Context: an optimization exercise on an open-source flow, tuned for small area, a short achievable clock period and few clock cycles per item. The choices shown serve that exercise and are no tape-out recipe.
The RTL was checked by simulation tests, not by an equivalence proof against the original design.

==> flow/design.v, too long to show whole: its modules and the start of the top module <==
// module multipli: 1378 lines
module multipli
#(parameter int N = 32)
(
	input  logic                        CLOCK,
	input  logic                        RESET,
	input  logic                        START,
	input  logic signed [N-1:0]         A,B,
	output logic signed [2*N-1:0]       S,
	output logic                        END_MULT
);
  // ...
==> flow/flow/run.sh <==
#!/bin/bash
# Layout flow: the standard flow (standard.sh), with the port buffers
# that global placement inserts made from sky130_fd_sc_hd__buf_1 instead of
# the default pick; the resizer upsizes them where timing or slew needs it.
set -e
export BUFFER_PORTS_ARGS="-buffer_cell sky130_fd_sc_hd__buf_1"
bash standard.sh > standard.log 2>&1
==> flow/standard.sh <==
#!/bin/bash
# synth_recipe.tcl (not shown) runs the flow's synth.tcl, then flattens the netlist and writes it again
# the make line also repeats each setting of config.mk as NAME=value (left out here)
make -C /OpenROAD-flow-scripts/flow DESIGN_CONFIG=/design/flow/config.mk WORK_HOME=/design/flow/orfs CLKGATE_MAP_FILE= SYNTH_SCRIPT=/design/flow/synth_recipe.tcl "${@:-finish}"
==> flow/config.mk <==
export PLATFORM = sky130hd
export DESIGN_NAME = multipli
export DESIGN_NICKNAME = multipli
export VERILOG_FILES = /design/flow/design.v
export SDC_FILE = /design/flow/constraint.sdc
export NUM_CORES = 4
export LEC_CHECK = 0
export CAP_MARGIN = 20
export CORE_MARGIN = 2
export CORE_UTILIZATION = 40
export SLEW_MARGIN = 20
==> flow/constraint.sdc <==
create_clock -name core_clock -period 5.0 [get_ports {CLOCK}]
set_input_delay 1.0000 -clock core_clock [delete_from_list [all_inputs] [get_ports {CLOCK}]]
set_output_delay 1.0000 -clock core_clock [all_outputs]
set_load 0.01 [all_outputs]
==> impl_metrics.yaml, run 1 <==
outcome:
  status: "complete, no violations"
setup_path:
  startpoint: "XL[0]"
  worstSetupEndpointType: "primary output"
  crit_path_max_fanout: 5
  cp_num_cells: 11
  r2r_setup_slack_ns: 0.80
yosys:
  synth_fa_ha_area_frac: 0.295
  synth_xor_area_frac: 0.115
  synth_warnings: 2
  synth_edf_count: 103
  ys_seq_area_frac: 0.264
global_route:
  grt_util_met2: 0.310
  grt_pass1_vias: 8320
  groute.usage.overall: 0.187
min_path:
  hold_path.class: "in2async"
clocking:
  holdBufCountCts: 0
  cts_resized: 0
  cts_made_buffers: 9
  clock_sinks: 107
  postCtsSetupBuffers: 0
layout:
  multi_input_area_share: 0.587
  areaGrowthSynthToFinish_pct: 6.93
  diodes: 3
  nNonClkBuffers: 150
  layout_common_cells: "179 x inv_1, 131 x buf_1, 128 x fa_1"
  reg.largest.list: "AX: 31 flops, AY: 31 flops, LO: 24 flops"
  clk_share: 0.0255
detailed_routing:
  wl_per_cell_um: 18.0
place:
  place_inst: 1571
floorplanning:
  dieArea_um2: 31600
  pin_count: 132
  die_w_um: 178
sta:
  clock.fmax_ghz: 0.220
  hold_viol: 0
  rsz0062_at_grt: "no"
run:
  max_cap_violations: 0
Testbench counts, summed over its fixed seeds: cycles 7,992, items 1,600.
==> run 2: changes to the inputs <==
==> flow/run.sh (new file) <==
#!/bin/bash
# synth_recipe.tcl (not shown) runs the flow's synth.tcl, then flattens the netlist and writes it again
# the make line also repeats each setting of config.mk as NAME=value (left out here)
make -C /OpenROAD-flow-scripts/flow DESIGN_CONFIG=/design/flow/config.mk WORK_HOME=/design/flow/orfs CLKGATE_MAP_FILE= SYNTH_SCRIPT=/design/flow/synth_recipe.tcl finish
removed: flow/flow/run.sh
removed: flow/standard.sh
==> run 2 against run 1 <==
Setup slack worse by 0.24 ns. Die area stayed put. Critical path type unchanged. Critical path depth rose by 2. Worst hold slack improved by 0.16 ns.
==> impl_metrics.yaml, run 2 <==
sta:
  period_share: 0.957
  clock.fmax_ghz: 0.209
  whs_ns: 0.580
  slew_violations: 0
  layout_min_cycle_time_ns: 4.79
  worst_slew_pin_slew_ns: 0.830
  fin_skew_ns: 0.0134
  setup-violations-final: 0
  maxSlewHeadroom: 0.446
  rsz0062_at_grt: "no"
  setup_ws_ns: 0.214
  hold_viol: 0
  finalSetupTns_ns: 0
setup_path:
  crit_path_max_fanout: 5
  r2r_setup_slack_ns: 0.70
  worst_path_max_delay_cell: "clkdlybuf4s50_1"
  crit_type: "reg2out"
  path_common_cell: "buf_4"
  rr_startpoint: "COUNT[0]"
  crit_path_max_incr_delay_ns: 0.55
  cp_num_cells: 13
  worstSetupEndpointType: "primary output"
  cp.arrival_ns: 3.79
  cp.required_ns: 4.00
  cp-start-kind: "flip-flop"
  cp_num_buf_inv: 4
  cp_top_family: "compound AO/OA/AOI/OAI gates"
  rr_endpoint: "YL[7]"
  cp_cell_sequence: "inv_1, fa_1, nand2b_1, a211oi_2, o2111ai_1, a21oi_2, buf_4, o211ai_1, buf_4, a31oi_1, nor2_1, xnor2_1, clkdlybuf4s50_1"
  reg2regPathDepth: 13
yosys:
  yosys-mux-area-fraction: 0.0301
  ys_seq_area_frac: 0.264
  synth_compound_area_frac: 0.117
  yosysUniqueCellTypes: 54
  synth_cells: 1152
  synth.cells.most_frequent: "180 x inv_1, 128 x fa_1, 124 x a22oi_1"
  synthSimpleGateAreaFrac: 0.0659
  synth_edf_count: 103
  postSynthAreaPerCell_um2: 10.5
  synth_area_leaders: "edfxtp_1 26%, fa_1 21%, ha_1 8.3%"
  synth_xor_area_frac: 0.115
  synth_top_area_cell: "edfxtp_1"
  synthArstFlopShare: 0.0280
  synth_top_area_share: 0.256
  synth_top_family_by_area: "adder cells"
  synth_fa_ha_area_frac: 0.295
  ys_seq_elements: 107
  synth_area_um2: 12100
  synth.most_common_cell: "inv_1"
  ys.flop_type: "edfxtp_1"
  syn_nets: 1427
  synth_warnings: 2
place:
  place_inst: 1575
  dpl.hpwl_mm: 22.8
  routabilityCongestion: 0.830
  dpl_worst_slack_ns: 0.175
  io_buffers: 131
outcome:
  status: "complete, no violations"
floorplanning:
  core_area_um2: 29700
  core.rowCount: 63
  pin_count: 132
  dieArea_um2: 31600
  start_util: 0.406
  die_w_um: 178
  dieHeight_um: 178
layout:
  reg.largest.list: "AX: 31 flops, AY: 31 flops, LO: 24 flops"
  layout_commonest_cell: "inv_1"
  fin_util: 0.466
  areaGrowthSynthToFinish_pct: 14.7
  layout.nets: 1472
  finalNonFillerCells: 1593
  drive_above_1_share: 0.0715
  layout_common_cells: "179 x inv_1, 131 x clkdlybuf4s50_1, 128 x fa_1"
clocking:
  clkLatencyLatePin_ns: 0.37
  holdBufCountCts: 0
  tritoncts: "done"
  cts.clk_slew.worst_paths_ns: 0.09
  cts_resized: 0
  cts_made_buffers: 9
  cts_max_path_buffers: 2
  clock-root-buffer: "clkbuf_16"
  clock_sinks: 107
  cts-htree-levels: 3
global_route:
  grt_max_degree: 58
  grt_pass1_wl_mm: 47.2
  grt_pass1_vias: 8529
  antenna_found_initial: 1
  groute.usage.overall: 0.194
  grt_overflow_total: 0
detailed_routing:
  drc_errors: 0
  vias: 8097
  routed_via_density: 5.08
  postRouteAntennaNets: 0
  drt-initial-drc-count: 566
  drt-pass1-iter-count: 7
  wl_mm: 29.4
  wl_per_cell_um: 18.5
min_path:
  min_from: "COUNT[0]"
  holdPathEnd: "COUNT[0]"
  hold_path.class: "reg2reg"
  holdPathStages: 1
run:
  max_cap_violations: 0
==> run 2: cell counts after synthesis <==
No cell type changed its count.
==> run 2: routing by layer <==
| layer | routed length (um) | vias up | GRT usage |
|---|---|---|---|
| met5 | 0 | - | 0 |
| met4 | 263 | 0 | 0.0389 |
| met3 | 1090 | 15 | 0.0214 |
| met2 | 14700 | 165 | 0.333 |
| met1 | 13400 | 4052 | 0.266 |
| li1 | - | 3865 | - |
==> run 2: final cells by class <==
class | count | area [um2]
Inverter | 182 | 686
Antenna cell | 1 | 2.50
Tap cell | 390 | 488
Fill cell | 2752 | 15900
Sequential cell | 107 | 3190
Timing Repair Buffer | 155 | 1580
Clock inverter | 7 | 97.6
Clock buffer | 9 | 225
Multi-Input combinational cell | 742 | 7580
==> run 2: what timing repair did <==
item / CTS / global route
endpoints found under the hold margin: 0 / 0
setup buffers: 0 / 1
endpoints found under the setup margin: 0 / 1
==> run 2: logic make-up after synthesis <==
logic type / Yosys count
buffers and inverters: 303
adders and majority gates: 208
AOI/OAI and AO/OA: 196
xor gates and xnor gates: 159
and+or+nand+nor: 146
DFF: 107
muxes: 33
==> run 2: stage by stage <==
step	instance area [um2]
global route	13800
floorplan	12100
finish	13800
detailed placement	13500
global placement	13500
CTS	13800
==> run 2: worst max path at each step <==
stage | to | start
6_report | S[60] | XL[0]
5_1_grt | S[60] | XL[0]
4_1_cts | S[63] | XL[4]
3_5_place_dp | YL[7] | A[1]
3_3_place_gp | YL[7] | A[1]
2_1_floorplan | AY[24] | COUNT[0]

==> afterwards: timing with drivers on the ports <==
No port has a modelled driver above. Below, the same layouts with a new extraction and two added sets of constraints.
Step 1: set_driving_cell puts a clkbuf_16 on CLOCK and a buf_2 on each other input, an assumption about the parent block.
Step 2, shift: input delay + t, output delay - t, t = (earliest + latest rising clock arrival at the registers) / 2. This alone moves slack from input paths to output paths.
Slacks: no drivers / after step 1 / after step 2; pairs: no drivers / after step 1.
| run | t, ns | setup slack, ns | slew at the worst register clock pin (ns) |
|---|---|---|---|
| run 1 | 0.412 | 0.453 / 0.406 / 0.577 | 0.09 / 0.09 |
| run 2 | 0.413 | 0.214 / 0.167 / 0.147 | 0.09 / 0.09 |
After both steps setup and hold are still met in every run listed. The setup slack of run 2, which loses most, moves by -0.047 ns with the drivers and by -0.067 ns with both steps.
